This design comes from an exercise in tuning for small area and a short achievable clock period on the open sky130 flow, not from production work. RTL that was checked went through simulation tests only; none was proved equivalent to the original. For runs 1 to 3 and 6, only the layout was checked, not whether the RTL still works. Power is estimated from default activity; no workload was simulated.

==> design/flow/design.v <==
module alu_pre(instruction, regA, regB, p, g, cin, sl, sr, fctl, beq);
input  [31:0] instruction, regA, regB;
output [31:0] p;           
output [31:0] g;           
output        cin;         
output        sl, sr;      
output [3:0]  fctl;        
output        beq;         
wire [5:0] op = instruction[31:26];
wire [5:0] fn = instruction[5:0];
wire       rsz = (instruction[25:21] == 5'b0);
wire r = (op == 6'b000000);
wire r_add  = r & (fn == 6'b100000);
wire r_addu = r & (fn == 6'b100001);
wire r_sub  = r & (fn == 6'b100010);
wire r_subu = r & (fn == 6'b100011);
wire r_and  = r & (fn == 6'b100100);
wire r_or   = r & (fn == 6'b100101);
wire r_xor  = r & (fn == 6'b100110);
wire r_nor  = r & (fn == 6'b100111);
wire r_slt  = r & (fn == 6'b101010);
wire r_sltu = r & (fn == 6'b101011);
wire r_sll  = r & (fn == 6'b000000);
wire r_srl  = r & (fn == 6'b000010 || fn == 6'b000011);
wire r_sllv = r & (fn == 6'b000100);
wire r_srlv = r & (fn == 6'b000110 || fn == 6'b000111);
wire i_addi  = (op == 6'b001000);
wire i_addiu = (op == 6'b001001);
wire i_andi  = (op == 6'b001100);
wire i_ori   = (op == 6'b001101);
wire i_xori  = (op == 6'b001110);
wire i_beq   = (op == 6'b000100) | (op == 6'b000101);
wire i_slti  = (op == 6'b001010);
wire i_sltiu = (op == 6'b001011);
wire i_mem   = (op == 6'b100011) | (op == 6'b101011);
wire sub   = r_sub | r_subu | r_slt | r_sltu | i_beq | i_slti | i_sltiu;
wire add   = r_add | r_addu | i_addi | i_addiu | i_mem;
wire simm  = i_addi | i_slti | i_mem;
wire l_and = r_and | i_andi;
wire l_or  = r_or | i_ori;
wire l_xor = r_xor | i_xori;
wire shl   = r_sll | r_sllv;
wire shr   = r_srl | r_srlv;
wire shc   = r_sll | r_srl;
wire [31:0] imm = {{16{simm & instruction[15]}}, instruction[15:0]};
wire        rr = r | i_beq;                     
wire [31:0] u = (rr | rsz) ? regA : regB;
wire [31:0] v = rr ? regB : imm;
wire [4:0] rs_lo = rsz ? regA[4:0] : regB[4:0];
wire       big   = rsz ? (|regA[31:5]) : (|regB[31:5]);
wire [4:0] sa    = shc ? instruction[10:6] : rs_lo;
wire       shz   = (r_sllv | r_srlv) & big;       
wire [3:0] fp = ({4{add}}   & 4'b0110) | ({4{sub}}   & 4'b1001)
              | ({4{l_and}} & 4'b1000) | ({4{l_or}}  & 4'b1110)
              | ({4{l_xor}} & 4'b0110) | ({4{r_nor}} & 4'b0001)
              | ({4{(shl | shr) & ~shz}} & 4'b1010);
wire [3:0] fg = ({4{add}} & 4'b1000) | ({4{sub}} & 4'b0100);
wire       sw = rr & ~rsz;
wire [3:0] tp = sw ? {fp[3], fp[1], fp[2], fp[0]} : fp;
wire [3:0] tg = sw ? {fg[3], fg[1], fg[2], fg[0]} : fg;
wire [4:0] ra = shl ? sa : (5'd0 - sa);           
genvar i;
generate for (i = 0; i < 32; i = i + 1) begin : bt
    assign p[i] = tp[{u[i], v[i]}];
    if (i < 5) begin : a
        assign g[i] = (shl | shr) ? ra[i] : tg[{u[i], v[i]}];
    end else begin : n
        assign g[i] = tg[{u[i], v[i]}];
    end
end endgenerate
assign cin = sub;
assign sl = shl;
assign sr = shr;
assign fctl = {((r_add | r_sub) & ~p[31]) | i_addi,
               i_addi ? instruction[15] : (rsz ? regA[31] : regB[31]),
               r_slt | i_slti, r_sltu | i_sltiu};
assign beq = i_beq;
endmodule
module alu(p, g, cin, sl, sr, fctl, beq, result, flags);
input  [31:0] p, g;
input         cin, sl, sr;
input  [3:0]  fctl;
input         beq;
output [31:0] result;
output [2:0]  flags;
wire [31:0] gg [0:5];
wire [31:0] pp [0:5];
assign gg[0] = {g[31:1], g[0] | (p[0] & cin)};
assign pp[0] = p;
genvar i, l;
generate for (l = 0; l < 5; l = l + 1) begin : lvl
    for (i = 0; i < 32; i = i + 1) begin : bt
        if (i >= (1 << l)) begin : m
            assign gg[l+1][i] = gg[l][i] | (pp[l][i] & gg[l][i - (1 << l)]);
            assign pp[l+1][i] = pp[l][i] & pp[l][i - (1 << l)];
        end else begin : k
            assign gg[l+1][i] = gg[l][i];
            assign pp[l+1][i] = pp[l][i];
        end
    end
end endgenerate
wire [32:0] c = {gg[5], cin};            
wire [31:0] sum = p ^ c[31:0];
wire [4:0]  ra = g[4:0];
wire [31:0] y0 = ra[4] ? {p[15:0], p[31:16]} : p;
wire [31:0] y1 = ra[3] ? {y0[23:0], y0[31:24]} : y0;
wire [31:0] y2 = ra[2] ? {y1[27:0], y1[31:28]} : y1;
wire [31:0] y3 = ra[1] ? {y2[29:0], y2[31:30]} : y2;
wire [31:0] y  = ra[0] ? {y3[30:0], y3[31]} : y3;
wire        rz = (ra == 5'd0);
wire [31:0] keep;
generate for (i = 0; i < 32; i = i + 1) begin : mk
    assign keep[i] = sl ? (i >= ra) : (sr & ((i < ra) | rz));
end endgenerate
assign result = (sl | sr) ? (y & keep) : sum;
assign flags = {beq & pp[5][31], (fctl[1] & sum[31]) | (fctl[0] & ~c[32]),
                fctl[3] & (c[31] ^ fctl[2])};
endmodule
module alu_top(clk, instruction, regA, regB, result, flags);
input clk;
input [31:0] instruction, regA, regB;
output [31:0] result;
output [2:0] flags;
wire [31:0] p_d, g_d;
wire        cin_d, sl_d, sr_d, beq_d;
wire [3:0]  fctl_d;
reg  [31:0] p_q, g_q;
reg         cin_q, sl_q, sr_q, beq_q;
reg  [3:0]  fctl_q;
reg  [31:0] result_q;
reg  [2:0]  flags_q;
wire [31:0] result_d;
wire [2:0]  flags_d;
alu_pre u_pre(.instruction(instruction), .regA(regA), .regB(regB),
              .p(p_d), .g(g_d), .cin(cin_d), .sl(sl_d), .sr(sr_d),
              .fctl(fctl_d), .beq(beq_d));
alu u_alu(.p(p_q), .g(g_q), .cin(cin_q), .sl(sl_q), .sr(sr_q),
          .fctl(fctl_q), .beq(beq_q), .result(result_d), .flags(flags_d));
always @(posedge clk) begin
    p_q <= p_d;
    g_q <= g_d;
    cin_q <= cin_d;
    sl_q <= sl_d;
    sr_q <= sr_d;
    fctl_q <= fctl_d;
    beq_q <= beq_d;
    result_q <= result_d;
    flags_q <= flags_d;
end
assign result = result_q;
assign flags = flags_q;
endmodule
==> design/flow/run.sh <==
#!/bin/bash
# synth_recipe.tcl (not shown) runs the flow's synth.tcl, then flattens the netlist and writes it again
# the make line also repeats each setting of config.mk as NAME=value (left out here)
make -C /OpenROAD-flow-scripts/flow DESIGN_CONFIG=/design/flow/config.mk WORK_HOME=/design/flow/orfs CLKGATE_MAP_FILE= SYNTH_SCRIPT=/design/flow/synth_recipe.tcl finish
==> design/flow/config.mk <==
export PLATFORM = sky130hd
export DESIGN_NAME = alu_top
export DESIGN_NICKNAME = alu_top
export VERILOG_FILES = /design/flow/design.v
export SDC_FILE = /design/flow/constraint.sdc
export NUM_CORES = 4
export LEC_CHECK = 0
export CAP_MARGIN = 20
export CORE_MARGIN = 2
export CORE_UTILIZATION = 40
export SLEW_MARGIN = 20
==> design/flow/constraint.sdc <==
create_clock -name core_clock -period 6.0 [get_ports {clk}]
set_input_delay 1.2000 -clock core_clock [delete_from_list [all_inputs] [get_ports {clk}]]
set_output_delay 1.2000 -clock core_clock [all_outputs]
set_load 0.01 [all_outputs]
==> results.tsv, run 1 <==
stage	metric	value	unit
power_and_ir_drop	ir_worst_vdd	0.105	mV
floorplan	die_x	160	um
detailed_routing	post-route-drc-count	0	
clocking	clk_latency	360	ps
synth	synth_xor_area_frac	0.0335	
power_and_ir_drop	cellLeakagePower	4.40	nW
worst_setup_path	worst-path-max-fanout	49	
sta	slew_violations	0	
synth	synth_compound_area_frac	0.226	
synth	synth_top_family_by_area	multiplexers	
sta	finalSetupTns	0	ps
synth	synthTopCellsByArea	dfxtp_1, mux2i_1, mux4_2	
sta	fmax	238	MHz
worst_setup_path	crit_path_end_kind	flip-flop	
clocking	clockBufferDepth	2	
layout	fin_nets	1363	
sta	finClkSkew	14.5	ps
floorplan	start_util	0.410	
synth	ys_warn_count	2	
layout	area_delta_synth_final	16.8	%
clocking	cts_made_buffers	9	
synth	avgSynthCellArea	7.96	um2
run_status	status	finished clean	
detailed_routing	vias	9514	
synth	synth_fa_ha_area_frac	0.00388	
synth	synth-simple-area-share	0.184	
sta	rsz0062_at_grt	no	
flow_run	drv_cap	0	
detailed_routing	wl	32100	um
worst_setup_path	r2r_cells	12	
detailed_routing	drt.antenna.violating_nets	0	
synth	synth-main-ff-cell	dfxtp_1	
min_path	hold_depth	1	
worst_setup_path	required	6260	ps
global_route	grt_pass1_wl	49800	um
synth	async_reset_ff_frac	0	
floorplan	rows	56	
place	dp_hpwl	24300	um
layout	fillers	2353	
synth	synth_top_area_share	0.221	
worst_setup_path	path_cells	clkdlybuf4s50_1 > nand2b_1 > nand2_2 > buf_4 > nor2_1 > o31ai_4 > buf_4 > mux2i_1 > mux2i_1	
layout	multi_input_area	6970	um2
global_route	antenna_found_initial	0	
clocking	h-tree-depth	3	
synth	yosysTopAreaCell	dfxtp_1	
synth	syn_inst	1215	
place	port_buffers	126	
worst_setup_path	cp_num_buf_inv	3	
detailed_routing	wl_per_cell	20.2	um
sta	period_minus_slack	4200	ps
floorplan	die_area	25400	um2
floorplan	ios	132	
floorplan	die_y	160	um
global_route	grt_max_degree	52	
detailed_routing	drt_pass1_iterations	5	
worst_setup_path	cpPeakStageDelay	730	ps
clocking	numClockSinks	107	
synth	synth-edff-count	0	
detailed_routing	drtIter0Drc	721	
worst_setup_path	cpLargestDelayFamily	buffers and inverters	
global_route	grt_pass1_vias	8793	
clocking	post_cts_buffers	0	
sta	slew_headroom	0.190	
sta	finalCritPeriodShare	0.700	
clocking	clk_pin_slew	70	ps
synth	syn_nets	1315	
clocking	cts_resized	0	
global_route	grt_overflow_total	0	
layout	n_antenna_cell	0	
layout	regArea	2150	um2
synth	synth_seq_cells	107	
worst_setup_path	slowest_stage	o31ai_4	
clocking	cts_root_buf	clkbuf_16	
detailed_routing	viasPerCell	6.00	
sta	worst_pin_slew	1210	ps
clocking	cts_tree	built	
power_and_ir_drop	p_per_area	169	nW/um2
worst_setup_path	worstSetupPathType	input port to flip-flop	
synth	ys_types	75	
layout	layout-drive-gt1-share	0.0852	
place	place.gp.congestion	0.942	
sta	hold_viol	0	
sta	setup_viol	0	
worst_setup_path	arrival	4460	ps
min_path	min_path_type	flip-flop to flip-flop	
synth	yosysSeqAreaShare	0.221	
layout	final_common_cell	mux2i_1	
layout	final_cell_mix	mux2i_1, nand2_1, clkdlybuf4s50_1	
synth	synthMuxAreaShare	0.272	
worst_setup_path	cp.depth	9	
floorplan	core-area	23600	um2
worst_setup_path	cp-start-kind	input port	
clocking	hold_buffers	0	
global_route	grt_usage	0.244	
layout	post-route-util	0.479	
synth	syn_area	9670	um2
stage by stage:
step,cells,worst slack (ps),instance area [um2],power [mW],hold WS [ps]
after global routing,1586,1590,11300,1.99,547
final,1586,1800,11300,1.91,519
after detailed placement,1571,1450,11000,1.35,514
after CTS,1586,1820,11300,1.91,525
after global placement,1571,1460,11000,1.34,515
after floorplan,1215,2630,9670,1.13,406
cell usage after synthesis, types with 19 or more instances:
cell / number
mux2i_1: 184
o21ai_1: 43
o32ai_1: 29
nor3_1: 43
dfxtp_1: 107
mux4_2: 28
nor2_1: 77
a31oi_1: 22
inv_1: 32
o211ai_1: 19
xor2_1: 19
clkbuf_1: 79
o21ai_0: 60
a21oi_1: 57
nand3_1: 35
nand2_1: 134
metal layers:
layer,GRT usage,share of wire
met4,0.0760,0.027
met5,0,0
met2,0.383,0.45
met3,0.0422,0.062
met1,0.342,0.46
power by group:
group	switching (mW)	total, mW	internal, mW
Sequential	0.0631	0.818	0.755
Combinational	0.275	0.523	0.249
Clock	0.282	0.565	0.283
Total	0.620	1.91	1.29
sequential cells by signal (all words and copies together) (netlist names):
register,flops
fctl_q,4
flags_q,3
p_q,32
sr_q,1
g_q,32
sl_q,1
beq_q,1
cin_q,1
result_q,32
final cells by class:
cell class	instances	share of cell area
inverters	33	0.0110
clock inverters	5	0.00332
flip-flops and latches	107	0.190
well taps	319	0.0353
multi-input cells	968	0.617
repair buffers	144	0.124
clock buffers	10	0.0203
path summary, 6_finish.rpt:
| kind | from | to | slack [ps] |
|---|---|---|---|
| setup reg to reg | g_q[0]$_DFF_P_ | result_q[24]$_DFF_P_ | 2570 |
| setup / recovery | instruction[28] | p_q[19]$_DFF_P_ | 1800 |
| hold reg to reg | fctl_q[3]$_DFF_P_ | flags_q[0]$_DFF_P_ | 520 |
| hold / removal | fctl_q[3]$_DFF_P_ | flags_q[0]$_DFF_P_ | 520 |
cells by family (layout without fill, tap and decap cells):
kind of cell | Yosys count | count (layout)
simple gates | 373 | 373
compound gates | 329 | 329
mux | 226 | 226
buf+inv | 140 | 192
flops | 107 | 107
xor+xnor | 37 | 37
fa+ha+maj | 3 | 3
==> inputs of run 2 (changes only) <==
--- a/design/flow/config.mk
+++ b/design/flow/config.mk
@@ -10,2 +10,3 @@
 export CORE_UTILIZATION = 40
+export SETUP_SLACK_MARGIN = 3.6
 export SLEW_MARGIN = 20
==> run 2 against run 1 <==
Against the previous run:
- synthesized cell count unchanged
- still clean on timing, DRC and antenna
- synthesized area unchanged
- critical path depth grew 3
- hold slack worse by 31 ps
- sequential cell count is the same
- worst setup slack improved by 950 ps
- core utilization grew 16 points
- combinational power up 42%
- cell area grew 33%
- routed wire length up 31%
- clock power is 15% higher
- sequential share of layout area fell by 4.5 points
==> results.tsv, run 2 <==
stage	metric	value	unit	change
clocking	clk_latency	370	ps	was 360 ps
clocking	numClockSinks	107		unchanged
place	place.gp.congestion	0.905		was 0.942
layout	top_regs	g_q (32), p_q (32), result_q (32)		unchanged
min_path	whs_endpoint	flags_q[0]$_DFF_P_		unchanged
detailed_routing	wl_met2	19700	um	was 14,400 um
place	port_buffers	126		unchanged
floorplan	ios	132		unchanged
sta	slew_violations	0		unchanged
synth	syn_inst	1215		unchanged
floorplan	die_area	25400	um2	unchanged
synth	synth_top_area_share	0.221		unchanged
sta	finalSetupTns	0	ps	unchanged
global_route	grt_overflow_total	0		unchanged
min_path	hold_start	fctl_q[3]$_DFF_P_		unchanged
global_route	grt_pass1_vias	10200		was 8,793
clocking	cts_made_buffers	9		unchanged
global_route	grt_usage	0.292		was 0.244
worst_setup_path	worst-path-max-fanout	7		was 49
synth	yosysTopAreaCell	dfxtp_1		unchanged
synth	async_reset_ff_frac	0		unchanged
place	placed_area	11500	um2	was 11,000 um2
global_route	antenna_found_initial	0		unchanged
worst_setup_path	required	6290	ps	was 6260 ps
layout	n_antenna_cell	0		unchanged
detailed_routing	drt_pass1_iterations	7		was 5
detailed_routing	wl_met1	16700	um	was 14,900 um
power_and_ir_drop	p_total	2.22	mW	was 1.91 mW
floorplan	core-area	23600	um2	unchanged
layout	area_delta_synth_final	55.7	%	was 16.8%
flow_run	drv_cap	0		unchanged
worst_setup_path	r2r-end	result_q[30]$_DFF_P_		was result_q[24]$_DFF_P_
layout	layout-drive-gt1-share	0.348		was 0.0852
global_route	grt_pass1_wl	58800	um	was 49,800 um
worst_setup_path	path_cells	dlygate4sd2_1 > nor4_2 > nand4_1 > nor3_4 > a211oi_4 > o31ai_4 > buf_12 > buf_12 > buf_12 > buf_12 > mux2i_1 > mux2i_1		was clkdlybuf4s50_1 > nand2b_1 > nand2_2 > buf_4 > nor2_1 > o31ai_4 > buf_4 > mux2i_1 > mux2i_1
synth	ys_warn_count	2		unchanged
detailed_routing	wl	41900	um	was 32,100 um
power_and_ir_drop	ir_worst_vdd	0.122	mV	was 0.105 mV
worst_setup_path	cpPeakStageDelay	340	ps	was 730 ps
synth	synth_common_cells	mux2i_1, nand2_1, dfxtp_1, clkbuf_1, nor2_1		unchanged
power_and_ir_drop	p_per_area	147	nW/um2	was 169 nW/um2
min_path	min_path_type	flip-flop to flip-flop		unchanged
layout	fin_nets	1524		was 1,363
synth	synth-main-ff-cell	dfxtp_1		unchanged
worst_setup_path	cp-start-kind	input port		unchanged
layout	fillers	1862		was 2,353
clocking	cts_tree	built		unchanged
worst_setup_path	cp_common_cell	buf_12		
clocking	cts_root_buf	clkbuf_16		unchanged
detailed_routing	met3WireLength	3390	um	was 2000 um
synth	synth_seq_cells	107		unchanged
detailed_routing	vias	11100		was 9,514
worst_setup_path	crit_path_end_kind	flip-flop		unchanged
floorplan	die_x	160	um	unchanged
detailed_routing	drtIter0Drc	1257		was 721
floorplan	start_util	0.410		unchanged
sta	holdWs	488	ps	was 519 ps
clocking	clk_pin_slew	80	ps	was 70 ps
worst_setup_path	arrival	3540	ps	was 4460 ps
clocking	clockBufferDepth	2		unchanged
detailed_routing	viasPerCell	6.35		was 6.00
detailed_routing	wl_per_cell	24.0	um	was 20.2 um
sta	finalCritPeriodShare	0.541		was 0.700
sta	finClkSkew	13.6	ps	was 14.5 ps
sta	period_minus_slack	3250	ps	was 4200 ps
run_status	status	finished clean		unchanged
layout	final_cell_area	15100	um2	was 11,300 um2
detailed_routing	drt.antenna.violating_nets	0		unchanged
synth	synthMostInstantiatedCell	mux2i_1		unchanged
sta	hold_viol	0		unchanged
synth	synth-edff-count	0		unchanged
worst_setup_path	slowest_stage	nor3_4		was o31ai_4
floorplan	die_y	160	um	unchanged
layout	final_cell_mix	mux2i_1, nand2_1, buf_4		was mux2i_1, nand2_1, clkdlybuf4s50_1
worst_setup_path	worstSetupPathType	input port to flip-flop		unchanged
detailed_routing	post-route-drc-count	0		unchanged
global_route	grt_max_degree	52		unchanged
synth	yosysSeqAreaShare	0.221		unchanged
min_path	hold_depth	1		unchanged
synth	syn_nets	1315		unchanged
sta	fmax	308	MHz	was 238 MHz
synth	ys_types	75		unchanged
floorplan	rows	56		unchanged
detailed_routing	top_layer	met4		unchanged
sta	setup_viol	0		unchanged
sta	slew_headroom	0.409		was 0.190
synth	synthTopCellsByArea	dfxtp_1, mux2i_1, mux4_2		unchanged
layout	final_common_cell	mux2i_1		unchanged
place	dp_hpwl	24200	um	was 24,300 um
sta	worst_pin_slew	886	ps	was 1210 ps
clocking	h-tree-depth	3		unchanged
synth	syn_area	9670	um2	unchanged
sta	rsz0062_at_grt	yes		was no
worst_setup_path	r2r_cells	12		unchanged
layout	post-route-util	0.638		was 0.479
power_and_ir_drop	cellLeakagePower	6.05	nW	was 4.40 nW
worst_setup_path	rr_startpoint	p_q[0]$_DFF_P_		was g_q[0]$_DFF_P_
worst_setup_path	reg2reg_slack	3200	ps	was 2570 ps
synth	avgSynthCellArea	7.96	um2	unchanged
==> run 2: cells by family (layout without fill, tap and decap cells) <==
| logic type | after synthesis | after routing | synth area share |
|---|---|---|---|
| DFF | 107 | 107 | 0.221 |
| and+or+nand+nor | 373 | 376 | 0.184 |
| adders and majority gates | 3 | 3 | 0.00388 |
| muxes | 226 | 226 | 0.272 |
| AOI/OAI and AO/OA | 329 | 329 | 0.226 |
| xor gates and xnor gates | 37 | 37 | 0.0335 |
| buffers and inverters | 140 | 351 | 0.0590 |
==> run 2: how the worst max path moves through the flow <==
| stage | cells past startpoint | end | from | slack, ps |
|---|---|---|---|---|
| 4_1_cts | 11 | fctl_q[3]$_DFF_P_ | instruction[30] | 3050 |
| 6_report | 12 | p_q[27]$_DFF_P_ | regA[6] | 2750 |
| 5_1_grt | 11 | p_q[9]$_DFF_P_ | regB[8] | 2710 |
| 3_3_place_gp | 9 | g_q[26]$_DFF_P_ | instruction[29] | 1470 |
| 2_1_floorplan | 9 | g_q[2]$_DFF_P_ | instruction[27] | 2690 |
| 3_5_place_dp | 9 | g_q[19]$_DFF_P_ | instruction[29] | 1430 |
==> run 2: worst max-delay path, delay by kind of cell <==
family          cells  cell delay [ps]
simple gates        3              850
buf+inv             5              780
compound gates      2              410
mux                 2              280
==> run 2: metal layers <==
| metal | track usage | vias up |
|---|---|---|
| met5 | 0 | - |
| met4 | 0.128 | 0 |
| met3 | 0.0287 | 153 |
| met2 | 0.476 | 711 |
| met1 | 0.392 | 5259 |
| li1 | - | 4970 |
==> run 2: layout make-up <==
type / instances / area [um2] / area share
clock buffer: 10 / 239 / 0.0159
clock inverter: 6 / 77.6 / 0.00515
inverter: 33 / 130 / 0.00864
multi-input combinational: 971 / 8650 / 0.574
sequential: 107 / 2180 / 0.145
tap: 319 / 399 / 0.0265
timing repair buffer: 301 / 3380 / 0.224
timing repair inverter: 1 / 7.51 / 0.000498
==> run 2: what timing repair did <==
item	4_1_cts	5_1_grt
pin swaps	82	63
gates cloned	16	6
endpoints found under the setup margin	137	103
hold buffers	0	0
gates resized for setup	400	114
setup buffers	98	42
==> run 2: per-stage QoR <==
step | setup WS, ps | std cells
floorplan | 2690 | 1215
global placement | 1470 | 1570
detailed placement | 1430 | 1570
CTS | 3050 | 1700
global route | 2710 | 1748
finish | 2750 | 1748
==> run 2: report_power, final <==
group	internal, mW	switching [mW]
Combinational	0.356	0.388
Sequential	0.755	0.0644
Clock	0.345	0.308
==> inputs of run 3 (changes only) <==
==> design/flow/flow/run.sh (new file) <==
#!/bin/bash
# Standard ORFS layout, with plain buffers on the ports instead of the
# delay-cell buffers buffer_ports picks by default.
set -euo pipefail
bash standard.sh 'BUFFER_PORTS_ARGS=-buffer_cell sky130_fd_sc_hd__buf_2' finish > standard.log 2>&1
==> design/flow/standard.sh (new file) <==
#!/bin/bash
# synth_recipe.tcl (not shown) runs the flow's synth.tcl, then flattens the netlist and writes it again
# the make line also repeats each setting of config.mk as NAME=value (left out here)
make -C /OpenROAD-flow-scripts/flow DESIGN_CONFIG=/design/flow/config.mk WORK_HOME=/design/flow/orfs CLKGATE_MAP_FILE= SYNTH_SCRIPT=/design/flow/synth_recipe.tcl "${@:-finish}"
--- a/design/flow/config.mk
+++ b/design/flow/config.mk
@@ -10,3 +10,2 @@
 export CORE_UTILIZATION = 40
-export SETUP_SLACK_MARGIN = 3.6
 export SLEW_MARGIN = 20
removed: design/flow/run.sh
==> run 3 against run 2 <==
Against the previous run:
- die area unchanged
- largest cell class unchanged
- maximum frequency down 17%
- still clean
- hold slack better by 23 ps
- clock power up 0.9%
- clock skew up 4.7 ps
- first-iteration DRC count down 34%
- via count down 13%
==> results.tsv, run 3 <==
stage	metric	value	unit	change
run_status	status	finished clean		unchanged
worst_setup_path	cp.depth	10		was 12
synth	syn_nets	1315		unchanged
floorplan	die_area	25400	um2	unchanged
worst_setup_path	cpLargestDelayFamily	simple AND/OR/NAND/NOR gates		unchanged
sta	slew_headroom	0.258		was 0.409
flow_run	drv_cap	0		unchanged
place	place.gp.congestion	0.938		was 0.905
floorplan	ios	132		unchanged
layout	n_antenna_cell	0		unchanged
clocking	post_cts_buffers	0		was 98
global_route	use_met1	0.348		was 0.392
synth	yosysTopAreaCell	dfxtp_1		unchanged
worst_setup_path	r2r-end	result_q[24]$_DFF_P_		was result_q[30]$_DFF_P_
layout	regArea	2150	um2	was 2180 um2
synth	yosysSeqAreaShare	0.221		unchanged
synth	ys_types	75		unchanged
synth	syn_inst	1215		unchanged
global_route	grt_max_degree	52		unchanged
place	port_buffers	126		unchanged
detailed_routing	viasPerCell	6.09		was 6.35
sta	finalSetupTns	0	ps	unchanged
sta	worst_pin_slew	1110	ps	was 886 ps
clocking	cts_made_buffers	9		unchanged
worst_setup_path	cpPeakStageDelay	800	ps	was 340 ps
floorplan	die_x	160	um	unchanged
synth	synthTopCellsByArea	dfxtp_1, mux2i_1, mux4_2		unchanged
synth	synth-main-ff-cell	dfxtp_1		unchanged
worst_setup_path	cp_num_buf_inv	2		was 5
worst_setup_path	required	6260	ps	was 6290 ps
layout	area_delta_synth_final	10.9	%	was 55.7%
layout	fillers	2394		was 1,862
layout	top_regs	g_q (32), p_q (32), result_q (32)		unchanged
synth	async_reset_ff_frac	0		unchanged
synth	ys_warn_count	2		unchanged
worst_setup_path	arrival	4180	ps	was 3540 ps
global_route	grt_use_met3	0.0294		was 0.0287
clocking	clk_latency	380	ps	was 370 ps
layout	final_cell_mix	mux2i_1, nand2_1, buf_2		was mux2i_1, nand2_1, buf_4
detailed_routing	vias	9651		was 11.1k
clocking	hold_buffers	0		unchanged
worst_setup_path	rr_startpoint	g_q[0]$_DFF_P_		was p_q[0]$_DFF_P_
worst_setup_path	crit_path_end_kind	flip-flop		unchanged
detailed_routing	drt_pass1_iterations	5		was 7
clocking	cts_root_buf	clkbuf_16		unchanged
global_route	met2_usage	0.376		was 0.476
clocking	cts_resized	0		was 400
detailed_routing	wl	31700	um	was 41,900 um
clocking	h-tree-depth	3		unchanged
min_path	min_path_type	flip-flop to flip-flop		unchanged
worst_setup_path	cp-start-kind	input port		unchanged
worst_setup_path	slowest_stage	nand2_1		was nor3_4
synth	syn_area	9670	um2	unchanged
synth	synth_common_cells	mux2i_1, nand2_1, dfxtp_1, clkbuf_1, nor2_1		unchanged
min_path	hold_depth	1		unchanged
sta	fmax	256	MHz	was 308 MHz
power_and_ir_drop	p_total	1.94	mW	was 2.22 mW
global_route	grt.busiest_layer	met2		unchanged
min_path	whs_endpoint	flags_q[0]$_DFF_P_		unchanged
worst_setup_path	path_cells	buf_2 > or3_1 > nor3b_2 > a21oi_1 > o21a_1 > buf_4 > nand2_1 > mux2i_1 > a211oi_2 > o41ai_1		was dlygate4sd2_1 > nor4_2 > nand4_1 > nor3_4 > a211oi_4 > o31ai_4 > buf_12 > buf_12 > buf_12 > buf_12 > mux2i_1 > mux2i_1
synth	synth_seq_cells	107		unchanged
global_route	grt_usage	0.243		was 0.292
global_route	grt_overflow_total	0		unchanged
synth	synthMostInstantiatedCell	mux2i_1		unchanged
worst_setup_path	r2r_cells	12		unchanged
floorplan	start_util	0.410		unchanged
min_path	hold_start	fctl_q[3]$_DFF_P_		unchanged
global_route	grt_pass1_wl	49500	um	was 58,800 um
floorplan	core-area	23600	um2	unchanged
worst_setup_path	reg2reg_slack	2540	ps	was 3200 ps
global_route	grt_pass1_vias	8737		was 10.2k
worst_setup_path	worstSetupPathType	input port to flip-flop		unchanged
layout	multi_input_area	6980	um2	was 8650 um2
global_route	antenna_found_initial	0		unchanged
sta	finalCritPeriodShare	0.652		was 0.541
worst_setup_path	worst-path-max-fanout	39		was 7
clocking	numClockSinks	107		unchanged
floorplan	rows	56		unchanged
sta	slew_violations	0		unchanged
clocking	cts_tree	built		unchanged
floorplan	die_y	160	um	unchanged
place	dp_hpwl	24000	um	was 24,200 um
detailed_routing	wl_per_cell	20.0	um	was 24.0 um
clocking	clk_pin_slew	80	ps	about the same
layout	final_common_cell	mux2i_1		unchanged
sta	hold_viol	0		unchanged
clocking	clockBufferDepth	2		unchanged
power_and_ir_drop	p_per_area	181	nW/um2	was 147 nW/um2
sta	finClkSkew	18.3	ps	was 13.6 ps
detailed_routing	post-route-drc-count	0		unchanged
sta	setup_viol	0		unchanged
layout	fin_nets	1361		was 1,524
sta	rsz0062_at_grt	no		was yes
layout	layout-drive-gt1-share	0.186		was 0.348
sta	period_minus_slack	3910	ps	was 3250 ps
synth	synth-edff-count	0		unchanged
power_and_ir_drop	ir_worst_vdd	0.112	mV	was 0.122 mV
detailed_routing	drtIter0Drc	833		was 1,257
synth	synth_top_area_share	0.221		unchanged
power_and_ir_drop	cellLeakagePower	4.48	nW	was 6.05 nW
synth	avgSynthCellArea	7.96	um2	unchanged
detailed_routing	drt.antenna.violating_nets	0		unchanged
run 3: worst max-delay path by stage:
stage                          startpoint                 to
after floorplan           instruction[27]     g_q[2]$_DFF_P_
after global placement    instruction[28]  fctl_q[3]$_DFF_P_
after detailed placement  instruction[28]  fctl_q[3]$_DFF_P_
after CTS                 instruction[28]  fctl_q[3]$_DFF_P_
after global routing      instruction[28]  fctl_q[3]$_DFF_P_
final                     instruction[28]  fctl_q[3]$_DFF_P_
run 3: worst reg2reg max path: stages (launching register included):
cell	delay, ps
dfxtp_2	320
buf_4	450
nor2_1	160
inv_1	90
ha_1	150
o21ai_1	100
a22oi_1	370
a211oi_2	190
o22ai_1	330
nor2_1	140
a311oi_1	650
mux2_2	410
nand3_1	80
run 3: cells by family after synthesis:
group	share of synthesized area
AOI/OAI and AO/OA	0.226
xor gates and xnor gates	0.0335
adders and majority gates	0.00388
buffers and inverters	0.0590
DFF	0.221
muxes	0.272
and+or+nand+nor	0.184
run 3: layout make-up:
type,count,area share
inverter,33,0.0115
timing repair buffer,142,0.0700
tap,319,0.0372
multi-input combinational,968,0.651
clock buffer,9,0.0210
sequential,107,0.200
clock inverter,7,0.00956
run 3: through the flow:
stage                      util  std cells  setup slack (ps)  area (um2)  hold slack [ps]
after floorplan               -       1215              2630        9670              406
after global placement    0.440       1569              1750       10400              502
after detailed placement  0.440       1569              1720       10400              491
after CTS                 0.454       1585              2120       10700              516
after global routing      0.454       1585              1860       10700              520
final                     0.454       1585              2090       10700              511
run 3: where the power goes:
part / total (mW) / switching, mW / internal (mW)
Clock: 0.658 / 0.318 / 0.340
Combinational: 0.471 / 0.275 / 0.197
Sequential: 0.816 / 0.0609 / 0.755
Total: 1.94 / 0.654 / 1.29
run 3: routing by layer:
metal,wire (um),part of all wire
met3,2060,0.065
met5,0,0
met2,14100,0.45
met1,14600,0.46
met4,886,0.028
==> inputs of run 4 (changes only) <==
--- a/design/flow/design.v
+++ b/design/flow/design.v
@@ -1,2 +1,2 @@
-module alu_pre(instruction, regA, regB, p, g, cin, sl, sr, fctl, beq);
+module alu_pre(instruction, regA, regB, p, g, cin, sh, sl, sr, fctl, beq);
 input  [31:0] instruction, regA, regB;
@@ -5,2 +5,3 @@
 output        cin;         
+output        sh;          
 output        sl, sr;      
@@ -55,3 +56,3 @@
               | ({4{l_xor}} & 4'b0110) | ({4{r_nor}} & 4'b0001)
-              | ({4{(shl | shr) & ~shz}} & 4'b1010);
+              | ({4{shl | shr}} & 4'b1010);
 wire [3:0] fg = ({4{add}} & 4'b1000) | ({4{sub}} & 4'b0100);
@@ -64,4 +65,4 @@
     assign p[i] = tp[{u[i], v[i]}];
-    if (i < 5) begin : a
-        assign g[i] = (shl | shr) ? ra[i] : tg[{u[i], v[i]}];
+    if (i >= 27) begin : a
+        assign g[i] = (shl | shr) ? ra[i-27] : tg[{u[i], v[i]}];
     end else begin : n
@@ -71,4 +72,5 @@
 assign cin = sub;
-assign sl = shl;
-assign sr = shr;
+assign sh = shl | shr;
+assign sl = shl & ~shz;
+assign sr = shr & ~shz;
 assign fctl = {((r_add | r_sub) & ~p[31]) | i_addi,
@@ -78,5 +80,5 @@
 endmodule
-module alu(p, g, cin, sl, sr, fctl, beq, result, flags);
+module alu(p, g, cin, sh, sl, sr, fctl, beq, result, flags);
 input  [31:0] p, g;
-input         cin, sl, sr;
+input         cin, sh, sl, sr;
 input  [3:0]  fctl;
@@ -103,3 +105,3 @@
 wire [31:0] sum = p ^ c[31:0];
-wire [4:0]  ra = g[4:0];
+wire [4:0]  ra = g[31:27];
 wire [31:0] y0 = ra[4] ? {p[15:0], p[31:16]} : p;
@@ -114,3 +116,3 @@
 end endgenerate
-assign result = (sl | sr) ? (y & keep) : sum;
+assign result = sh ? (y & keep) : sum;
 assign flags = {beq & pp[5][31], (fctl[1] & sum[31]) | (fctl[0] & ~c[32]),
@@ -124,6 +126,6 @@
 wire [31:0] p_d, g_d;
-wire        cin_d, sl_d, sr_d, beq_d;
+wire        cin_d, sh_d, sl_d, sr_d, beq_d;
 wire [3:0]  fctl_d;
 reg  [31:0] p_q, g_q;
-reg         cin_q, sl_q, sr_q, beq_q;
+reg         cin_q, sh_q, sl_q, sr_q, beq_q;
 reg  [3:0]  fctl_q;
@@ -134,5 +136,5 @@
 alu_pre u_pre(.instruction(instruction), .regA(regA), .regB(regB),
-              .p(p_d), .g(g_d), .cin(cin_d), .sl(sl_d), .sr(sr_d),
+              .p(p_d), .g(g_d), .cin(cin_d), .sh(sh_d), .sl(sl_d), .sr(sr_d),
               .fctl(fctl_d), .beq(beq_d));
-alu u_alu(.p(p_q), .g(g_q), .cin(cin_q), .sl(sl_q), .sr(sr_q),
+alu u_alu(.p(p_q), .g(g_q), .cin(cin_q), .sh(sh_q), .sl(sl_q), .sr(sr_q),
           .fctl(fctl_q), .beq(beq_q), .result(result_d), .flags(flags_d));
@@ -142,2 +144,3 @@
     cin_q <= cin_d;
+    sh_q <= sh_d;
     sl_q <= sl_d;
==> run 4 against run 3 <==
Against the previous run:
- still clean on timing, DRC and antenna
- clock skew is 7.2 ps lower
- critical path depth rose by 1
- non-clock buffer count unchanged
- routed wire length up 3.5%
- synthesized area grew 2.1%
- largest power group unchanged
- sequential power is 3.1% higher
- sequential share of layout area shrank 0.067 points
- clock power fell by 9.6%
- first-iteration DRC count is 35% higher
- final cell count is 1.5% higher
- clock-buffer cell count unchanged
- worst setup slack got worse by 140 ps
==> results.tsv, run 4 <==
stage	metric	value	unit	change
detailed_routing	vias	9818		was 9,651
global_route	antenna_found_initial	0		unchanged
floorplan	die_x	161	um	was 160 um
synth	synth_common_cells	mux2i_1, nand2_1, o21ai_0, dfxtp_1, a21oi_1		was mux2i_1, nand2_1, dfxtp_1, clkbuf_1, nor2_1
place	port_buffers	126		unchanged
sta	setup_viol	0		unchanged
place	placed_area	10600	um2	was 10,400 um2
min_path	min_path_type	flip-flop to flip-flop		unchanged
clocking	cts_made_buffers	9		unchanged
synth	yosysTopAreaCell	dfxtp_1		unchanged
synth	avgSynthCellArea	7.98	um2	was 7.96 um2
floorplan	core-area	24200	um2	was 23,600 um2
run_status	status	finished clean		unchanged
layout	n_antenna_cell	0		unchanged
layout	fin_nets	1379		was 1,361
synth	syn_nets	1337		was 1,315
power_and_ir_drop	p_per_area	181	nW/um2	about the same
sta	slew_violations	0		unchanged
synth	ys_types	80		was 75
layout	top_regs	g_q (32), p_q (32), result_q (32)		unchanged
sta	slew_headroom	0.191		was 0.258
power_and_ir_drop	ir_worst_vdd	0.144	mV	was 0.112 mV
synth	synth-main-ff-cell	dfxtp_1		unchanged
worst_setup_path	arrival	4290	ps	was 4180 ps
power_and_ir_drop	internal_power	1.28	mW	was 1.29 mW
place	place.gp.congestion	0.905		was 0.938
worst_setup_path	cp-start-kind	input port		unchanged
synth	ys_warn_count	2		unchanged
detailed_routing	drt.antenna.violating_nets	0		unchanged
synth	yosysSeqAreaShare	0.219		was 0.221
global_route	grt_pass1_vias	8924		was 8,737
layout	area_delta_synth_final	10.1	%	was 10.9%
layout	final_cell_mix	mux2i_1, buf_2, nand2_1		was mux2i_1, nand2_1, buf_2
synth	synth_top_area_share	0.219		was 0.221
sta	period_minus_slack	4050	ps	was 3910 ps
detailed_routing	viasPerCell	6.11		was 6.09
clocking	cts_tree	built		unchanged
global_route	grt_usage	0.247		was 0.243
floorplan	rows	57		was 56
worst_setup_path	worst-path-max-fanout	41		was 39
layout	layout-drive-gt1-share	0.200		was 0.186
flow_run	drv_cap	0		unchanged
synth	async_reset_ff_frac	0		unchanged
sta	finalCritPeriodShare	0.675		was 0.652
clocking	hold_buffers	0		unchanged
sta	rsz0062_at_grt	no		unchanged
floorplan	ios	132		unchanged
sta	hold_viol	0		unchanged
worst_setup_path	worstSetupPathType	input port to flip-flop		unchanged
synth	synth_seq_cells	108		was 107
clocking	clockBufferDepth	2		unchanged
place	dp_hpwl	24900	um	was 24,000 um
floorplan	start_util	0.407		was 0.410
synth	synthMostInstantiatedCell	mux2i_1		unchanged
floorplan	die_area	26000	um2	was 25,400 um2
power_and_ir_drop	p_switching	0.690	mW	was 0.654 mW
clocking	h-tree-depth	3		unchanged
detailed_routing	wl_per_cell	20.4	um	was 20.0 um
detailed_routing	post-route-drc-count	0		unchanged
synth	syn_inst	1237		was 1,215
clocking	clk_latency	360	ps	was 380 ps
sta	finClkSkew	11.1	ps	was 18.3 ps
clocking	cts_root_buf	clkbuf_16		unchanged
clocking	numClockSinks	108		was 107
power_and_ir_drop	cellLeakagePower	4.28	nW	was 4.48 nW
synth	synth-edff-count	0		unchanged
worst_setup_path	rr_startpoint	p_q[0]$_DFF_P_		was g_q[0]$_DFF_P_
clocking	post_cts_buffers	0		unchanged
power_and_ir_drop	swShare	0.350		was 0.336
power_and_ir_drop	clkPwrFrac	0.301		was 0.338
worst_setup_path	required	6240	ps	was 6260 ps
synth	synthTopCellsByArea	dfxtp_1, mux2i_1, mux4_2		unchanged
floorplan	die_y	161	um	was 160 um
sta	worst_pin_slew	1180	ps	was 1110 ps
detailed_routing	drtIter0Drc	1121		was 833
worst_setup_path	crit_start	instruction[27]		was instruction[28]
worst_setup_path	cpPeakStageDelay	610	ps	was 800 ps
detailed_routing	drt_pass1_iterations	6		was 5
worst_setup_path	slowest_stage	or2_1		was nand2_1
worst_setup_path	path_cells	buf_2 > or3_4 > nor4_4 > or2_1 > o21ai_4 > buf_4 > o21ai_2 > buf_4 > mux2i_1 > mux2i_1 > o21ai_1		was buf_2 > or3_1 > nor3b_2 > a21oi_1 > o21a_1 > buf_4 > nand2_1 > mux2i_1 > a211oi_2 > o41ai_1
synth	syn_area	9870	um2	was 9670 um2
detailed_routing	wl	32800	um	was 31,700 um
sta	fmax	247	MHz	was 256 MHz
power_and_ir_drop	combPwrFrac	0.272		was 0.242
clocking	clk_pin_slew	80	ps	about the same
global_route	grt_max_degree	55		was 52
worst_setup_path	crit_path_end_kind	flip-flop		unchanged
clocking	cts_resized	0		unchanged
global_route	grt_pass1_wl	50700	um	was 49,500 um
layout	final_cell_area	10900	um2	was 10,700 um2
sta	finalSetupTns	0	ps	unchanged
power_and_ir_drop	seqPwrFrac	0.426		was 0.420
layout	post-route-util	0.448		was 0.454
min_path	hold_start	fctl_q[1]$_DFF_P_		was fctl_q[3]$_DFF_P_
global_route	grt_overflow_total	0		unchanged
==> run 4: cell count changes in the layout (fill, tap and decap cells not counted), moves of 9 or more <==
cell | before | now
inv_1 | 32 | 21
o21ai_0 | 60 | 116
o21ai_1 | 43 | 24
inv_2 | 1 | 15
o211ai_1 | 19 | 37
nand2b_1 | 16 | 34
nor3_2 | 1 | 10
a21oi_1 | 56 | 88
nor2_1 | 76 | 62
nor3_1 | 43 | 19
mux2i_1 | 184 | 126
a31oi_1 | 22 | 33
mux2i_4 | 0 | 15
==> run 4: power groups by stage <==
stage	clock network (mW)	registers, mW	logic [mW]
after floorplan	0	0.819	0.372
after global placement	0	0.856	0.523
after detailed placement	0	0.856	0.529
after CTS	0.610	0.838	0.531
after global routing	0.634	0.848	0.583
final	0.595	0.841	0.537
==> run 4: cells by family after synthesis <==
logic type                 Yosys count  share of synthesized area
AOI/OAI and AO/OA                  415                      0.264
and+or+nand+nor                    349                      0.179
muxes                              180                      0.241
buffers and inverters              149                     0.0640
DFF                                108                      0.219
xor gates and xnor gates            33                     0.0293
adders and majority gates            3                    0.00380
==> run 4: area by class of cell <==
class                           count  area (um2)
Multi-Input combinational cell    980        7110
Fill cell                        2480       13400
Clock buffer                        9         225
Tap cell                          324         405
Inverter                           38         143
Clock inverter                      7        71.3
Timing Repair Buffer              142         751
Sequential cell                   108        2170
==> run 4: path summary, 6_finish.rpt <==
kind,end,slack [ps],cells after the start
worst min-delay path,flags_q[1]$_DFF_P_,470,2
worst max-delay path,fctl_q[3]$_DFF_P_,1950,11
worst min register to register,flags_q[1]$_DFF_P_,470,2
worst max register to register,flags_q[1]$_DFF_P_,2560,12
==> run 4: critical path, delay by kind of cell <==
kind	cells	cell delay [ps]
compound gates	3	540
simple gates	3	1330
buf+inv	3	830
mux	2	370
==> run 4: through the flow <==
| stage | std cells | power (mW) | hold WS, ps | setup slack [ps] |
|---|---|---|---|---|
| global route | 1608 | 2.06 | 493 | 1710 |
| finish | 1608 | 1.97 | 466 | 1950 |
| floorplan | 1237 | 1.19 | 425 | 2630 |
| global placement | 1592 | 1.38 | 451 | 1650 |
| detailed placement | 1592 | 1.38 | 455 | 1580 |
| CTS | 1608 | 1.98 | 469 | 1960 |
==> run 4: layer usage <==
metal	GRT usage	vias up	routed length [um]
met3	0.0254	41	2340
li1	-	4730	-
met1	0.362	4577	15200
met4	0.0808	0	822
met5	0	-	0
met2	0.379	470	14400
==> inputs of run 5 (changes only) <==
--- a/design/flow/config.mk
+++ b/design/flow/config.mk
@@ -10,2 +10,3 @@
 export CORE_UTILIZATION = 40
+export SETUP_SLACK_MARGIN = 2.7
 export SLEW_MARGIN = 20
==> run 5 against run 4 <==
Against the previous run:
- clock power grew 6.7%
- sequential cell count is the same
- highest routed layer unchanged
- clock skew grew 1.5 ps
- combinational power grew 5.6%
- largest power group unchanged
- power grew 3.6%
- non-clock buffer count grew 39
- largest cell class unchanged
==> results.tsv, run 5 <==
stage	metric	value	unit	change
detailed_routing	drt_pass1_iterations	6		unchanged
detailed_routing	wl	33500	um	was 32,800 um
layout	post-route-util	0.471		was 0.448
place	port_buffers	126		unchanged
synth	async_reset_ff_frac	0		unchanged
worst_setup_path	required	6210	ps	was 6240 ps
global_route	grt_max_degree	56		was 55
min_path	min_path_type	flip-flop to flip-flop		unchanged
floorplan	start_util	0.407		unchanged
sta	finalCritPeriodShare	0.548		was 0.675
power_and_ir_drop	p_total	2.04	mW	was 1.97 mW
sta	period_minus_slack	3290	ps	was 4050 ps
sta	rsz0062_at_grt	yes		was no
place	dp.cells	1594		was 1,592
clocking	numClockSinks	108		unchanged
layout	top_regs	g_q (32), p_q (32), result_q (32)		unchanged
worst_setup_path	worstSetupPathType	input port to flip-flop		unchanged
layout	final_common_cell	buf_2		
global_route	grt_usage	0.251		was 0.247
clocking	clk_pin_slew	80	ps	about the same
layout	layout-drive-gt1-share	0.237		was 0.200
floorplan	ios	132		unchanged
detailed_routing	wl_per_cell	20.4	um	about the same
power_and_ir_drop	p_per_area	179	nW/um2	was 181 nW/um2
global_route	grt_pass1_wl	51400	um	was 50,700 um
power_and_ir_drop	ir_worst_vdd	0.128	mV	was 0.144 mV
synth	synth-edff-count	0		unchanged
floorplan	die_y	161	um	unchanged
detailed_routing	drt.antenna.violating_nets	0		unchanged
clocking	clockBufferDepth	2		unchanged
synth	synthTopCellsByArea	dfxtp_1, mux2i_1, mux4_2		unchanged
synth	ys_warn_count	2		unchanged
place	dp_hpwl	25000	um	was 24,900 um
floorplan	die_area	26000	um2	unchanged
sta	finClkSkew	12.7	ps	was 11.1 ps
place	placed_area	10600	um2	about the same
layout	area_delta_synth_final	15.6	%	was 10.1%
floorplan	die_x	161	um	unchanged
synth	yosysTopAreaCell	dfxtp_1		unchanged
synth	yosysSeqAreaShare	0.219		unchanged
clocking	h-tree-depth	3		unchanged
clocking	hold_buffers	0		unchanged
flow_run	drv_cap	0		unchanged
detailed_routing	vias	10100		was 9,818
layout	final_cell_mix	buf_2, mux2i_1, nand2_1		was mux2i_1, buf_2, nand2_1
clocking	clk_latency	370	ps	was 360 ps
synth	synth-main-ff-cell	dfxtp_1		unchanged
synth	synthMostInstantiatedCell	mux2i_1		unchanged
synth	ys_types	80		unchanged
sta	slew_headroom	0.396		was 0.191
place	place.gp.congestion	0.893		was 0.905
floorplan	core-area	24200	um2	unchanged
place	dp_slack	1660	ps	was 1580 ps
synth	synth_common_cells	mux2i_1, nand2_1, o21ai_0, dfxtp_1, a21oi_1		unchanged
detailed_routing	viasPerCell	6.15		was 6.11
clocking	cts_tree	built		unchanged
sta	setup_viol	0		unchanged
detailed_routing	drtIter0Drc	1390		was 1,121
synth	syn_inst	1237		unchanged
worst_setup_path	r2r_cells	12		unchanged
sta	hold_viol	0		unchanged
sta	finalWorstSetupSlack	2710	ps	was 1950 ps
synth	synth_top_area_share	0.219		unchanged
floorplan	rows	57		unchanged
synth	syn_nets	1337		unchanged
layout	final_cell_area	11400	um2	was 10,900 um2
detailed_routing	post-route-drc-count	0		unchanged
layout	fin_nets	1419		was 1,379
min_path	hold_depth	2		unchanged
sta	fmax	304	MHz	was 247 MHz
run_status	status	finished clean		unchanged
sta	worst_pin_slew	904	ps	was 1180 ps
sta	holdWs	450	ps	was 466 ps
clocking	cts_root_buf	clkbuf_16		unchanged
power_and_ir_drop	cellLeakagePower	4.53	nW	was 4.28 nW
layout	fin_cells	1648		was 1,608
worst_setup_path	worst-path-max-fanout	9		was 41
sta	finalSetupTns	0	ps	unchanged
global_route	grt_overflow_total	0		unchanged
synth	syn_area	9870	um2	unchanged
global_route	grt_pass1_vias	8916		was 8,924
clocking	cts_made_buffers	9		unchanged
worst_setup_path	arrival	3500	ps	was 4290 ps
sta	slew_violations	0		unchanged
synth	avgSynthCellArea	7.98	um2	unchanged
layout	n_antenna_cell	0		unchanged
synth	synth_seq_cells	108		unchanged
global_route	antenna_found_initial	1		was 0
worst_setup_path	crit_path_end_kind	flip-flop		unchanged
worst_setup_path	cp-start-kind	input port		unchanged
-- run 5: area by class of cell --
type / count / area, um2
Timing Repair Buffer: 181 / 1140
Clock buffer: 9 / 225
Inverter: 38 / 146
Tap cell: 324 / 405
Clock inverter: 7 / 92.6
Multi-Input combinational cell: 981 / 7240
Fill cell: 2441 / 12800
Sequential cell: 108 / 2170
-- run 5: final timing paths --
check / start / to / slack, ps
max: instruction[27] / p_q[17]$_DFF_P_ / 2710
min: fctl_q[1]$_DFF_P_ / flags_q[1]$_DFF_P_ / 450
max reg2reg: p_q[0]$_DFF_P_ / result_q[26]$_DFF_P_ / 2850
min reg2reg: fctl_q[1]$_DFF_P_ / flags_q[1]$_DFF_P_ / 450
-- run 5: power breakdown --
group	leakage (nW)	switching [mW]	internal, mW
Combinational	3.48	0.326	0.241
Clock	0.155	0.300	0.335
Sequential	0.888	0.0715	0.769
Total	4.53	0.698	1.35
-- run 5: cell families (layout without fill, tap and decap cells) --
logic type | Yosys count | after routing | share of synthesized area
fa+ha+maj | 3 | 3 | 0.00380
compound gates | 415 | 415 | 0.264
simple gates | 349 | 350 | 0.179
mux | 180 | 180 | 0.241
buf+inv | 149 | 235 | 0.0640
xor+xnor | 33 | 33 | 0.0293
flops | 108 | 108 | 0.219
-- run 5: what timing repair did --
action | 4_1_cts | 5_1_grt
setup endpoints to repair | 69 | 49
cloned | 1 | 0
pin swaps | 8 | 12
buffers inserted | 17 | 20
gates resized for setup | 15 | 26
-- run 5: per-layer routing --
| layer | vias up | track usage | wire (um) | share of wire |
|---|---|---|---|---|
| li1 | 4813 | - | - | - |
| met1 | 4729 | 0.364 | 15000 | 0.45 |
| met2 | 526 | 0.393 | 14800 | 0.44 |
| met3 | 61 | 0.0275 | 2680 | 0.080 |
| met4 | 0 | 0.0767 | 1020 | 0.030 |
| met5 | - | 0 | 0 | 0 |
-- run 5: worst max-delay path, cell delays in order --
cell	delay (ps)
buf_2	140
or3_4	400
nor4_4	200
buf_4	190
or2_4	170
buf_4	140
nor2_8	50
buf_12	160
buf_12	130
mux2i_4	240
buf_4	160
mux2i_1	200
o21ai_0	110
==> inputs of run 6 (changes only) <==
--- a/design/flow/design.v
+++ b/design/flow/design.v
@@ -1,2 +1,2 @@
-module alu_pre(instruction, regA, regB, p, g, cin, sh, sl, sr, fctl, beq);
+module alu_pre(instruction, regA, regB, p, g, sh, sl, sr, fctl, beq);
 input  [31:0] instruction, regA, regB;
@@ -4,3 +4,2 @@
 output [31:0] g;           
-output        cin;         
 output        sh;          
@@ -9,2 +8,6 @@
 output        beq;         
+function [4:0] neg5(input [4:0] x);   
+    neg5 = {x[4] ^ (|x[3:0]), x[3] ^ (|x[2:0]), x[2] ^ (|x[1:0]),
+            x[1] ^ x[0], x[0]};
+endfunction
 wire [5:0] op = instruction[31:26];
@@ -58,2 +61,4 @@
 wire [3:0] fg = ({4{add}} & 4'b1000) | ({4{sub}} & 4'b0100);
+wire [3:0] fp0 = sub ? 4'b0110 : fp;
+wire [3:0] fg0 = sub ? 4'b1101 : fg;
 wire       sw = rr & ~rsz;
@@ -61,9 +66,17 @@
 wire [3:0] tg = sw ? {fg[3], fg[1], fg[2], fg[0]} : fg;
-wire [4:0] ra = shl ? sa : (5'd0 - sa);           
+wire [3:0] tp0 = sw ? {fp0[3], fp0[1], fp0[2], fp0[0]} : fp0;
+wire [3:0] tg0 = sw ? {fg0[3], fg0[1], fg0[2], fg0[0]} : fg0;
+wire [4:0] nsa = shc ? neg5(instruction[10:6])
+               : rsz ? neg5(regA[4:0]) : neg5(regB[4:0]);
+wire [4:0] ra  = shl ? sa : nsa;
 genvar i;
 generate for (i = 0; i < 32; i = i + 1) begin : bt
-    assign p[i] = tp[{u[i], v[i]}];
-    if (i >= 27) begin : a
+    if (i == 0) begin : z
+        assign p[i] = tp0[{u[i], v[i]}];
+        assign g[i] = tg0[{u[i], v[i]}];
+    end else if (i >= 27) begin : a
+        assign p[i] = tp[{u[i], v[i]}];
         assign g[i] = (shl | shr) ? ra[i-27] : tg[{u[i], v[i]}];
     end else begin : n
+        assign p[i] = tp[{u[i], v[i]}];
         assign g[i] = tg[{u[i], v[i]}];
@@ -71,3 +84,2 @@
 end endgenerate
-assign cin = sub;
 assign sh = shl | shr;
@@ -80,5 +92,5 @@
 endmodule
-module alu(p, g, cin, sh, sl, sr, fctl, beq, result, flags);
+module alu(p, g, sh, sl, sr, fctl, beq, result, flags);
 input  [31:0] p, g;
-input         cin, sh, sl, sr;
+input         sh, sl, sr;
 input  [3:0]  fctl;
@@ -89,3 +101,3 @@
 wire [31:0] pp [0:5];
-assign gg[0] = {g[31:1], g[0] | (p[0] & cin)};
+assign gg[0] = g;
 assign pp[0] = p;
@@ -103,3 +115,3 @@
 end endgenerate
-wire [32:0] c = {gg[5], cin};            
+wire [32:0] c = {gg[5], 1'b0};           
 wire [31:0] sum = p ^ c[31:0];
@@ -117,3 +129,3 @@
 assign result = sh ? (y & keep) : sum;
-assign flags = {beq & pp[5][31], (fctl[1] & sum[31]) | (fctl[0] & ~c[32]),
+assign flags = {beq & (&p[31:1]) & ~p[0], (fctl[1] & sum[31]) | (fctl[0] & ~c[32]),
                 fctl[3] & (c[31] ^ fctl[2])};
@@ -126,6 +138,6 @@
 wire [31:0] p_d, g_d;
-wire        cin_d, sh_d, sl_d, sr_d, beq_d;
+wire        sh_d, sl_d, sr_d, beq_d;
 wire [3:0]  fctl_d;
 reg  [31:0] p_q, g_q;
-reg         cin_q, sh_q, sl_q, sr_q, beq_q;
+reg         sh_q, sl_q, sr_q, beq_q;
 reg  [3:0]  fctl_q;
@@ -136,5 +148,5 @@
 alu_pre u_pre(.instruction(instruction), .regA(regA), .regB(regB),
-              .p(p_d), .g(g_d), .cin(cin_d), .sh(sh_d), .sl(sl_d), .sr(sr_d),
+              .p(p_d), .g(g_d), .sh(sh_d), .sl(sl_d), .sr(sr_d),
               .fctl(fctl_d), .beq(beq_d));
-alu u_alu(.p(p_q), .g(g_q), .cin(cin_q), .sh(sh_q), .sl(sl_q), .sr(sr_q),
+alu u_alu(.p(p_q), .g(g_q), .sh(sh_q), .sl(sl_q), .sr(sr_q),
           .fctl(fctl_q), .beq(beq_q), .result(result_d), .flags(flags_d));
@@ -143,3 +155,2 @@
     g_q <= g_d;
-    cin_q <= cin_d;
     sh_q <= sh_d;
--- a/design/flow/config.mk
+++ b/design/flow/config.mk
@@ -10,3 +10,3 @@
 export CORE_UTILIZATION = 40
-export SETUP_SLACK_MARGIN = 2.7
+export SETUP_SLACK_MARGIN = 3.0
 export SLEW_MARGIN = 20
==> run 6 against run 5 <==
Against the previous run:
- still clean on timing, DRC and antenna
- sequential power barely moved
- synthesized cell count increased by 3.6%
- via count grew 7.1%
- clock power rose by 6.6%
- worst setup slack better by 210 ps
- critical endpoint is now g_q[28]$_DFF_P_
==> results.tsv, run 6 <==
stage	metric	value	unit	change
run_status	status	finished clean		unchanged
sta	finalSetupTns	0	ps	unchanged
clocking	clockBufferDepth	2		unchanged
synth	synthMostInstantiatedCell	mux2i_1		unchanged
sta	setup_viol	0		unchanged
layout	area_delta_synth_final	23.1	%	was 15.6%
floorplan	ios	132		unchanged
global_route	grt_pass1_wl	55500	um	was 51,400 um
global_route	grt_usage	0.270		was 0.251
floorplan	die_y	162	um	was 161 um
clocking	h-tree-depth	3		unchanged
global_route	grt_pass1_vias	9510		was 8,916
sta	finClkSkew	12.1	ps	was 12.7 ps
layout	top_regs	g_q (32), p_q (32), result_q (32)		unchanged
power_and_ir_drop	p_per_area	173	nW/um2	was 179 nW/um2
detailed_routing	drt.antenna.violating_nets	0		unchanged
worst_setup_path	crit_path_end_kind	flip-flop		unchanged
detailed_routing	drtIter0Drc	1246		was 1,390
worst_setup_path	required	6240	ps	was 6210 ps
clocking	cts_tree	built		unchanged
place	place.gp.congestion	0.949		was 0.893
power_and_ir_drop	ir_worst_vdd	0.132	mV	was 0.128 mV
synth	ys_warn_count	3		was 2
layout	final_common_cell	buf_2		unchanged
synth	synth_common_cells	mux2i_1, dfxtp_1, nand2_1, a21oi_1, nor2_1		was mux2i_1, nand2_1, o21ai_0, dfxtp_1, a21oi_1
synth	avgSynthCellArea	7.77	um2	was 7.98 um2
global_route	grt_overflow_total	0		unchanged
clocking	clk_latency	360	ps	was 370 ps
floorplan	core-area	24400	um2	was 24,200 um2
detailed_routing	viasPerCell	6.37		was 6.15
worst_setup_path	arrival	3320	ps	was 3500 ps
floorplan	die_x	162	um	was 161 um
worst_setup_path	cp_num_buf_inv	4		was 6
floorplan	die_area	26200	um2	was 26,000 um2
sta	finalCritPeriodShare	0.513		was 0.548
floorplan	rows	57		unchanged
power_and_ir_drop	p_total	2.12	mW	was 2.04 mW
synth	synth-edff-count	0		unchanged
synth	syn_nets	1386		was 1,337
sta	slew_violations	0		unchanged
worst_setup_path	worst-path-max-fanout	6		was 9
min_path	min_path_type	flip-flop to flip-flop		unchanged
synth	yosysSeqAreaShare	0.215		was 0.219
layout	fin_nets	1477		was 1,419
synth	synth_top_area_share	0.215		was 0.219
layout	n_antenna_cell	0		unchanged
floorplan	start_util	0.408		was 0.407
detailed_routing	wl_per_cell	21.9	um	was 20.4 um
synth	async_reset_ff_frac	0		unchanged
sta	finalWorstSetupSlack	2920	ps	was 2710 ps
detailed_routing	drt_pass1_iterations	5		was 6
worst_setup_path	slowest_stage	or4_4		was or3_4
layout	final_cell_mix	buf_2, dfxtp_1, nand2_1		was buf_2, mux2i_1, nand2_1
sta	slew_headroom	0.258		was 0.396
global_route	grt_max_degree	45		was 56
place	dp_slack	1880	ps	was 1660 ps
sta	worst_pin_slew	1110	ps	was 904 ps
sta	fmax	325	MHz	was 304 MHz
clocking	hold_buffers	0		unchanged
synth	ys_types	71		was 80
clocking	clk_pin_slew	70	ps	was 80 ps
flow_run	drv_cap	0		unchanged
synth	synth_seq_cells	107		was 108
sta	period_minus_slack	3080	ps	was 3290 ps
layout	fin_cells	1702		was 1,648
detailed_routing	vias	10900		was 10.1k
synth	synth-main-ff-cell	dfxtp_1		unchanged
clocking	cts_made_buffers	9		unchanged
synth	yosysTopAreaCell	dfxtp_1		unchanged
place	dp_hpwl	26000	um	was 25,000 um
place	port_buffers	126		unchanged
place	dp.cells	1634		was 1,594
worst_setup_path	worstSetupPathType	input port to flip-flop		unchanged
layout	layout-drive-gt1-share	0.275		was 0.237
global_route	antenna_found_initial	0		was 1
sta	rsz0062_at_grt	yes		unchanged
worst_setup_path	cpLargestDelayFamily	simple AND/OR/NAND/NOR gates		was buffers and inverters
clocking	cts_root_buf	clkbuf_16		unchanged
clocking	numClockSinks	107		was 108
synth	syn_inst	1282		was 1,237
synth	synthTopCellsByArea	dfxtp_1, mux2i_1, mux4_2		unchanged
worst_setup_path	cpPeakStageDelay	580	ps	was 400 ps
worst_setup_path	path_cells	buf_2 > or4_4 > nor2_4 > nor2_4 > buf_4 > clkbuf_16 > mux2i_4 > buf_4 > or3_1 > o211ai_1		was buf_2 > or3_4 > nor4_4 > buf_4 > or2_4 > buf_4 > nor2_8 > buf_12 > buf_12 > mux2i_4 > buf_4 > mux2i_1 > o21ai_0
sta	hold_viol	0		unchanged
worst_setup_path	cp-start-kind	input port		unchanged
power_and_ir_drop	cellLeakagePower	4.88	nW	was 4.53 nW
synth	syn_area	9960	um2	was 9870 um2
detailed_routing	wl	37200	um	was 33,500 um
detailed_routing	post-route-drc-count	0		unchanged
-- run 6: area by class of cell --
type                    instances  area, um2
clock buffers                  11        253
clock inverters                 5       88.8
fillers                      2358      12100
inverters                      53        203
multi-input cells            1005       7660
flip-flops and latches        107       2150
well taps                     324        405
repair buffers                197       1510
-- run 6: path summary, 6_finish.rpt --
check | startpoint | cells after the start | endpoint | slack [ps]
hold reg to reg | fctl_q[3]$_DFF_P_ | 1 | flags_q[0]$_DFF_P_ | 440
hold / removal | fctl_q[3]$_DFF_P_ | 1 | flags_q[0]$_DFF_P_ | 440
setup reg to reg | g_q[31]$_DFF_P_ | 7 | result_q[16]$_DFF_P_ | 3020
setup / recovery | instruction[21] | 10 | g_q[28]$_DFF_P_ | 2920
-- run 6: routing by layer --
layer | vias to the layer above | GRT usage | wire length (um)
met4 | 0 | 0.101 | 1370
met2 | 595 | 0.405 | 16400
li1 | 5007 | - | -
met3 | 80 | 0.0373 | 3220
met5 | - | 0 | 0
met1 | 5168 | 0.393 | 16200
-- run 6: kinds of logic (layout without fill, tap and decap cells) --
logic type / Yosys count / after routing / synth area share
buffers and inverters: 170 / 266 / 0.0666
DFF: 107 / 107 / 0.215
and+or+nand+nor: 390 / 390 / 0.195
muxes: 183 / 183 / 0.232
adders and majority gates: 7 / 7 / 0.00879
xor gates and xnor gates: 36 / 36 / 0.0317
AOI/OAI and AO/OA: 389 / 389 / 0.251
-- run 6: power breakdown --
group,switching [mW],internal [mW]
clock,0.282,0.395
combinational,0.326,0.274
sequential,0.0797,0.761
total,0.688,1.43
-- run 6: repair_timing --
| item | 4_1_cts | 5_1_grt |
|---|---|---|
| endpoints found under the hold margin | 0 | 0 |
| cloned | 4 | 4 |
| pin swaps | 10 | 9 |
| setup buffers | 26 | 18 |
| endpoints found under the setup margin | 71 | 75 |
| gates resized for setup | 55 | 47 |
-- run 6: stage by stage --
step	instance area, um2	util	hold WS [ps]
3_3_place_gp	10900	0.447	415
6_report	12300	0.503	441
3_5_place_dp	10900	0.447	428
4_1_cts	11800	0.484	446
5_1_grt	12300	0.503	471
2_1_floorplan	10200	-	406

## re-timing with driven ports
The results above use ideal ports. As a check the final layouts listed here were re-extracted and re-timed, cells and wires unchanged. Step 1: set_driving_cell puts a clkbuf_16 on clk and a buf_2 on each other input, an assumption about the parent block. Step 2 also shifts input and output timing later by t, the mid clock arrival at the registers, as if the neighbouring blocks saw the same clock. a / b / c = ideal ports / drivers / drivers and shift; a / b = the first two.
run	shift t [ns]	setup WS [ns]	worst hold slack (ns)	worst data-port slew with drivers (ns)
run 1	0.409	1.797 / 1.827 / 1.418	0.519 / 0.519 / 0.519	0.04
run 2	0.412	2.751 / 2.775 / 2.362	0.488 / 0.488 / 0.488	0.05
run 3	0.419	2.087 / 2.120 / 1.701	0.511 / 0.511 / 0.511	0.04
run 4	0.401	1.951 / 1.977 / 1.575	0.466 / 0.466 / 0.466	0.03
run 5	0.405	2.709 / 2.734 / 2.329	0.450 / 0.450 / 0.450	0.04
run 6	0.401	2.923 / 2.944 / 2.543	0.441 / 0.441 / 0.441	0.06
After both steps setup and hold are still met in every run listed. The setup slack of run 2, which loses most, moves by +0.024 ns with the drivers and by -0.389 ns with both steps.
